This design comes from an exercise in tuning for small area, a short achievable clock period and few clock cycles on the open sky130 flow, not from production work.
In this exercise RTL edits were held to simulation tests only and were not proved equivalent to the original.
Power and IR drop assume default switching activity.

==> run.sh <==
#!/bin/bash
# synth_recipe.tcl (not shown) runs the flow's synth.tcl, then flattens the netlist and writes it again
# the make line also repeats each setting of config.mk as NAME=value (left out here)
make -C /OpenROAD-flow-scripts/flow DESIGN_CONFIG=/design/flow/config.mk WORK_HOME=/design/flow/orfs CLKGATE_MAP_FILE= SYNTH_SCRIPT=/design/flow/synth_recipe.tcl finish
==> config.mk <==
export PLATFORM = sky130hd
export DESIGN_NAME = cpu
export DESIGN_NICKNAME = cpu
export VERILOG_FILES = /design/flow/design.v
export SDC_FILE = /design/flow/constraint.sdc
export NUM_CORES = 4
export LEC_CHECK = 0
export CAP_MARGIN = 20
export CORE_MARGIN = 2
export CORE_UTILIZATION = 40
export SLEW_MARGIN = 20
==> constraint.sdc <==
create_clock -name core_clock -period 12.0 [get_ports {Clk}]
set_input_delay 2.4000 -clock core_clock [delete_from_list [all_inputs] [get_ports {Clk}]]
set_output_delay 2.4000 -clock core_clock [all_outputs]
set_load 0.01 [all_outputs]
==> design.v <==
`timescale 1ns/1ns
module cpu(
        input Clk,
        input Reset_N,
        output i_readM,
        output i_writeM,
        output [15:0] i_address,
        input [15:0] i_data,
        output d_readM,
        output d_writeM,
        output [15:0] d_address,
        input [15:0] d_data_in,
        output [15:0] d_data_out,
        output reg [15:0] num_inst,
        output reg [15:0] output_port,
        output is_halted
);
    assign i_readM = 1'b1;
    assign i_writeM = 1'b0;
    reg [7:0]  pc;
    reg [15:0] ir;
    reg        v_ex;
    reg [8:0]  pcp1_ex;
    reg [15:0] res;
    reg [1:0]  rd_m;
    reg [1:0]  rt_m;
    reg        we_m, ld_m, st_m, wwd_m, hlt_m, cnt_m;
    reg [15:0] r0, r1, r2, r3;
    wire [8:0] pcp1 = {1'b0, pc} + 9'd1;
    wire if_jump = i_data[15] & ~i_data[14] & (i_data[13] | i_data[12]);
    wire [3:0] op  = ir[15:12];
    wire [5:0] fn  = ir[5:0];
    wire [1:0] rs  = ir[11:10];
    wire [1:0] rt  = ir[9:8];
    wire [1:0] rdf = ir[7:6];
    wire [7:0] imm = ir[7:0];
    wire [15:0] simm = {{8{imm[7]}}, imm};
    wire isR    = (op == 4'd15);
    wire r_alu  = isR & ~fn[4];
    wire r_jr   = isR & fn[4] & ~fn[2];           
    wire r_jrl  = r_jr & fn[1];
    wire r_wwd  = isR & fn[4] & fn[2] & ~fn[0];
    wire r_hlt  = isR & fn[4] & fn[2] & fn[0];
    wire isBr   = (op[3:2] == 2'b00);             
    wire isADI  = (op == 4'd4);
    wire isORI  = (op == 4'd5);
    wire isLHI  = (op == 4'd6);
    wire isLWD  = (op == 4'd7);
    wire isSWD  = (op == 4'd8);
    wire isJAL  = (op == 4'd10);
    wire isNOP  = (op == 4'd14);
    wire use_rs = ~(isLHI | isNOP | (op == 4'd9) | isJAL | r_hlt);
    wire use_rt = (r_alu & ~fn[2]) | (isBr & ~op[1]);
    reg [15:0] rf_a, rf_b;
    always @(*) begin
        case (rs)
            2'd0: rf_a = r0;
            2'd1: rf_a = r1;
            2'd2: rf_a = r2;
            default: rf_a = r3;
        endcase
        case (rt)
            2'd0: rf_b = r0;
            2'd1: rf_b = r1;
            2'd2: rf_b = r2;
            default: rf_b = r3;
        endcase
    end
    wire fwd_a = we_m & (rd_m == rs);
    wire fwd_b = we_m & (rd_m == rt);
    wire [15:0] A = fwd_a ? res : rf_a;
    wire [15:0] B = fwd_b ? res : rf_b;
    wire stall = v_ex & ld_m & ((use_rs & (rd_m == rs)) | (use_rt & (rd_m == rt)));
    wire is_sub = r_alu & (fn[2:0] == 3'd1);
    wire is_tcp = r_alu & (fn[2:0] == 3'd5);
    wire [15:0] opb = isR ? B : simm;
    wire [15:0] add_x = is_tcp ? 16'd0 : A;
    wire [15:0] add_y = is_sub ? ~B : is_tcp ? ~A : opb;
    wire [15:0] sum = add_x + add_y + {15'd0, is_sub | is_tcp};
    reg [15:0] alu;
    always @(*) begin
        if (isR) begin
            if (fn[4]) alu = fn[1] ? {7'd0, pcp1_ex} : A;    
            else case (fn[2:0])
                3'd2: alu = A & B;
                3'd3: alu = A | B;
                3'd4: alu = ~A;
                3'd6: alu = {A[14:0], 1'b0};
                3'd7: alu = {A[15], A[15:1]};
                default: alu = sum;                           
            endcase
        end else if (isORI) alu = A | simm;
        else if (isLHI) alu = {imm, 8'h00};
        else if (isJAL) alu = {7'd0, pcp1_ex};
        else alu = sum;                                       
    end
    wire a_eq_b = (A == B);
    wire a_nz = |A;
    reg br_cond;
    always @(*) begin
        case (op[1:0])
            2'd0: br_cond = ~a_eq_b;           
            2'd1: br_cond = a_eq_b;            
            2'd2: br_cond = ~A[15] & a_nz;     
            default: br_cond = A[15];          
        endcase
    end
    wire [7:0] br_target = pcp1_ex[7:0] + imm;
    wire go = v_ex & ~stall;
    wire redirect = go & ((isBr & br_cond) | r_jr);
    wire [7:0] target = r_jr ? A[7:0] : br_target;
    wire we_ex = r_alu | isADI | isORI | isLHI | isLWD | isJAL | r_jrl;
    wire [1:0] dst_ex = (isJAL | r_jrl) ? 2'd2 : isR ? rdf : rt;
    always @(posedge Clk) begin
        if (!Reset_N) pc <= 8'd0;
        else if (!stall) begin
            if (redirect) pc <= target;
            else if (if_jump) pc <= i_data[7:0];
            else pc <= pcp1[7:0];
        end
    end
    always @(posedge Clk) begin
        if (!Reset_N) v_ex <= 1'b0;
        else if (!stall) v_ex <= ~redirect;
        if (!stall) begin
            ir <= i_data;
            pcp1_ex <= pcp1;
        end
    end
    always @(posedge Clk) begin
        res   <= alu;
        rd_m  <= dst_ex;
        rt_m  <= rt;
        we_m  <= go & we_ex;
        ld_m  <= go & isLWD;
        st_m  <= go & isSWD;
        wwd_m <= go & r_wwd;
        hlt_m <= go & r_hlt;
        cnt_m <= go & ~isNOP & ~r_hlt;
    end
    wire [15:0] wdata = Reset_N ? (ld_m ? d_data_in : res) : 16'd0;
    always @(posedge Clk) begin
        if (!Reset_N || (we_m && rd_m == 2'd0)) r0 <= wdata;
        if (!Reset_N || (we_m && rd_m == 2'd1)) r1 <= wdata;
        if (!Reset_N || (we_m && rd_m == 2'd2)) r2 <= wdata;
        if (!Reset_N || (we_m && rd_m == 2'd3)) r3 <= wdata;
    end
    always @(posedge Clk) begin
        if (!Reset_N) num_inst <= 16'd0;
        else num_inst <= num_inst + {15'd0, cnt_m};
        if (wwd_m) output_port <= res;
    end
    reg [15:0] st_data;
    always @(*) begin
        case (rt_m)
            2'd0: st_data = r0;
            2'd1: st_data = r1;
            2'd2: st_data = r2;
            default: st_data = r3;
        endcase
    end
    assign i_address = {8'd0, pc};
    assign d_readM = ld_m;
    assign d_writeM = st_m;
    assign d_address = res;
    assign d_data_out = st_data;
    assign is_halted = hlt_m;
endmodule
==> run notes <==
## cells in the mapped netlist (all sizes together), types with 5 or more instances
cell type / count / share of area
inv: 58 / 0.020
xnor2: 33 / 0.027
nand2b: 11 / 0.0064
dfxtp: 51 / 0.095
ha: 56 / 0.065
a22oi: 13 / 0.0090
a31oi: 8 / 0.0046
nor2: 74 / 0.026
a221oi: 5 / 0.0041
edfxtp: 105 / 0.29
a21o: 11 / 0.0076
nor2b: 25 / 0.014
mux2i: 41 / 0.038
buf: 30 / 0.019
and2: 16 / 0.0093
xor2: 14 / 0.011
mux2: 20 / 0.021
a21oi: 69 / 0.032
nor4: 15 / 0.0093
mux4: 48 / 0.10
nand3: 24 / 0.011
o21a: 5 / 0.0035
nand2: 75 / 0.026
nor3: 13 / 0.0065
o22ai: 15 / 0.0087
o211ai: 16 / 0.012
o21ai: 98 / 0.045
nand4: 6 / 0.0035
clkbuf: 45 / 0.016
## power breakdown
group / switching [mW] / total [mW] / internal, mW / leakage (nW)
combinational: 0.400 / 0.737 / 0.337 / 3.13
sequential: 0.107 / 0.787 / 0.680 / 1.50
clock: 0.276 / 0.556 / 0.280 / 0.283
## worst register-to-register path, stage by stage, from the launching register on
cell      delay, ps
edfxtp_1        690
nand4_1         190
nor2_1          530
nand3_1         710
nor2_1          790
nand2_1         100
o211ai_1        150
ha_1            320
o21a_1          220
a21oi_1         230
nor2_1          120
a41oi_1         330
o21ai_0         200
xor2_1          290
a31oi_1         150
a211o_1         300
o311ai_0         80
## routing by layer
metal	vias to the layer above	GRT usage
met5	-	0
met2	390	0.391
li1	4153	-
met3	87	0.0496
met4	0	0.112
met1	4433	0.310
## flip-flops by register name, summed over array words and instances, names as in the netlist, 2 cells and up
register and count:
r3 16, ir 16, num_inst 16, pcp1_ex 9, r1 16, rd_m 2, output_port 16, rt_m 2
res 16, r0 16, r2 16, pc 8
## cells by family (layout without fill, tap and decap cells)
family / Yosys count / in the layout / share of synthesized area
xor gates and xnor gates: 47 / 47 / 0.0381
muxes: 109 / 109 / 0.159
adders and majority gates: 59 / 59 / 0.0704
buffers and inverters: 134 / 225 / 0.0554
AOI/OAI and AO/OA: 286 / 286 / 0.165
other: 2 / 10 / 0.000695
DFF: 156 / 156 / 0.386
and+or+nand+nor: 277 / 277 / 0.125
## final cells by class
cell class | instances | share of cell area
clock buffer | 17 | 0.0333
clock inverter | 15 | 0.0132
inverter | 59 | 0.0173
multi-input combinational | 788 | 0.476
sequential | 156 | 0.327
tap | 341 | 0.0334
timing repair buffer | 134 | 0.0999
## worst max-delay path by stage
stage	startpoint	end	depth (start not counted)
after floorplan	ir[8]	res[15]	18
after global placement	ir[12]	res[15]	16
after detailed placement	ir[12]	res[13]	16
after CTS	ir[12]	res[13]	16
after global routing	ir[12]	res[13]	16
final	ir[12]	res[13]	16
==> metrics.yaml <==
cts:
  cts-root-buf: "clkbuf_16"
  cts_tree: "done"
  clock_path_buffers: 2
  ctsHtreeMaxLevel: 4
  worst_setup_hold_path_clk_slew_ps: 90
  postCtsResizedCells: 0
  postCtsHoldBufs: 0
  cts_buffers: 17
  clock-sinks: 156
  clk_latency_ps: 450
  cts_setup_buffers: 0
critical_path:
  reg2reg_from: "ir[12]"
  path_delay_family: "simple AND/OR/NAND/NOR gates"
  rr_worst_depth: 16
  path_cells: "nand4_1 -> nor2_1 -> nand3_1 -> nor2_1 -> nand2_1 -> o211ai_1 -> ha_1 -> o21a_1 -> a21oi_1 -> nor2_1 -> a41oi_1 -> o21ai_0 -> xor2_1 -> a31oi_1 -> a211o_1 -> o311ai_0"
  path_buf_inv: 0
  worst-path-max-fanout: 19
  r2r_end: "res[13]"
  worst_path_most_repeated_cell: "nor2_1"
  slowest_stage: "nor2_1"
  arrival_ps: 5840
  rrSetupSlack_ps: 6500
  cpPeakStageDelay_ps: 790
  critPathLaunchType: "flip-flop"
  critPathKind: "flip-flop to flip-flop"
  worstPathRequired_ps: 12350
  worstSetupEndpointType: "flip-flop"
global_routing:
  first_global_vias: 8899
  grt_max_degree: 52
  grt-ovfl-total: 0
  grt_use_total: 0.241
  antenna_found_initial: 0
  grt_pass1_wl_mm: 51.8
detailed_routing:
  drc: 0
  ant_nets: 0
  totalWireLength_mm: 34.3
  met3_length_mm: 2.47
  avgRoutedWirePerCell_um: 22.7
  vias_per_cell: 6.00
  wl_met1_mm: 14.4
  met2_wirelength_mm: 16.0
  drtIter0Drc: 921
  vias: 9063
  dr.pass1.iters: 6
  top_layer: "met4"
place:
  dp_cells: 1478
  dpl_worst_slack_ps: 6670
  port_buffers: 108
  hpwl_mm: 24.7
  placed_cell_area_sq_mm: 0.0122
  globalplace.congestion: 0.959
final_layout:
  postLayoutCellArea_sq_mm: 0.0128
  fin_util: 0.478
  drive_above_1_share: 0.119
  instances_no_fill: 1510
  final_common_cell: "clkdlybuf4s50_1"
  layout_common_cells: "clkdlybuf4s50_1, edfxtp_1, o21ai_0"
  area_growth_pct: 18.2
  final_nets: 1249
  diodes: 0
  n_fill_cell: 2470
  ff_latch_area_sq_mm: 0.00417
  multi_input_area_sq_mm: 0.00608
timing:
  fin_ws_ps: 6500
  worst_pin_slew_ps: 1080
  clock_skew_ps: 18.5
  rsz0062_at_grt: "no"
  min_period_ps: 5500
  slew_violations: 0
  fin_setup_tns_ps: 0
  finalSetupViolCount: 0
  fmax_mhz: 182
  timing.final.crit_share: 0.458
  slew-limit-headroom: 0.281
  finalHoldViolCount: 0
  hold_ws_ps: 531
floorplan:
  die_area_sq_mm: 0.0283
  io_pins: 119
  fp.dieH_um: 168
  start_util: 0.404
  rows: 60
  core_area_sq_mm: 0.0267
  fp.dieW_um: 168
yosys:
  synth_edf_count: 105
  ys_types: 77
  syn_inst: 1070
  ys_seq_area_frac: 0.386
  ys_ff_latch: 156
  synth_top_flop_cell: "edfxtp_1"
  synth_warnings: 1
  synthArstFlopShare: 0
  syn-cell-area_sq_mm: 0.0108
  syn-mean-instance-area_sq_um: 10.1
pwr:
  ir_drop_uv: 80.6
  leakage_nw: 4.91
  power.density_mw_per_mm2: 163
  report.power.total_mw: 2.08
worst_hold_path:
  min_path_type: "flip-flop to flip-flop"
  hold_path_depth: 2
  worstHoldEndpoint: "num_inst[10]"
  min-delay-start: "num_inst[10]"
job:
  drv_cap: 0
status:
  status: "finished clean"
Testbench counts, summed over its fixed seeds: cycles 43,001.

## separate check: timing with driven ports
The flow's constraints put no driver on any port. The routed layout listed below was extracted and timed again, unchanged, in two steps. Step 1, drivers: a clkbuf_16 drives Clk and a buf_2 each remaining input, both assumed. Step 2 moves the port delays by t, midway between the first and last clock arrival at a register: inputs arrive t later, outputs are due t later. That takes back most of the time a late clock gives input paths. a / b / c = no drivers / after step 1 / after step 2; a / b = the first two.
t, ns: 0.490
setup WS [ns]: 6.504 / 6.504 / 6.504
clock arrival spread, ns: 0.018 / 0.019
slew at the worst register clock pin (ns): 0.09 / 0.09
cell pins on the clock port's net: 1
After both steps this run still meets setup and hold. For this run, drivers alone change the setup slack by 0.000 ns; drivers and shift together by 0.000 ns.
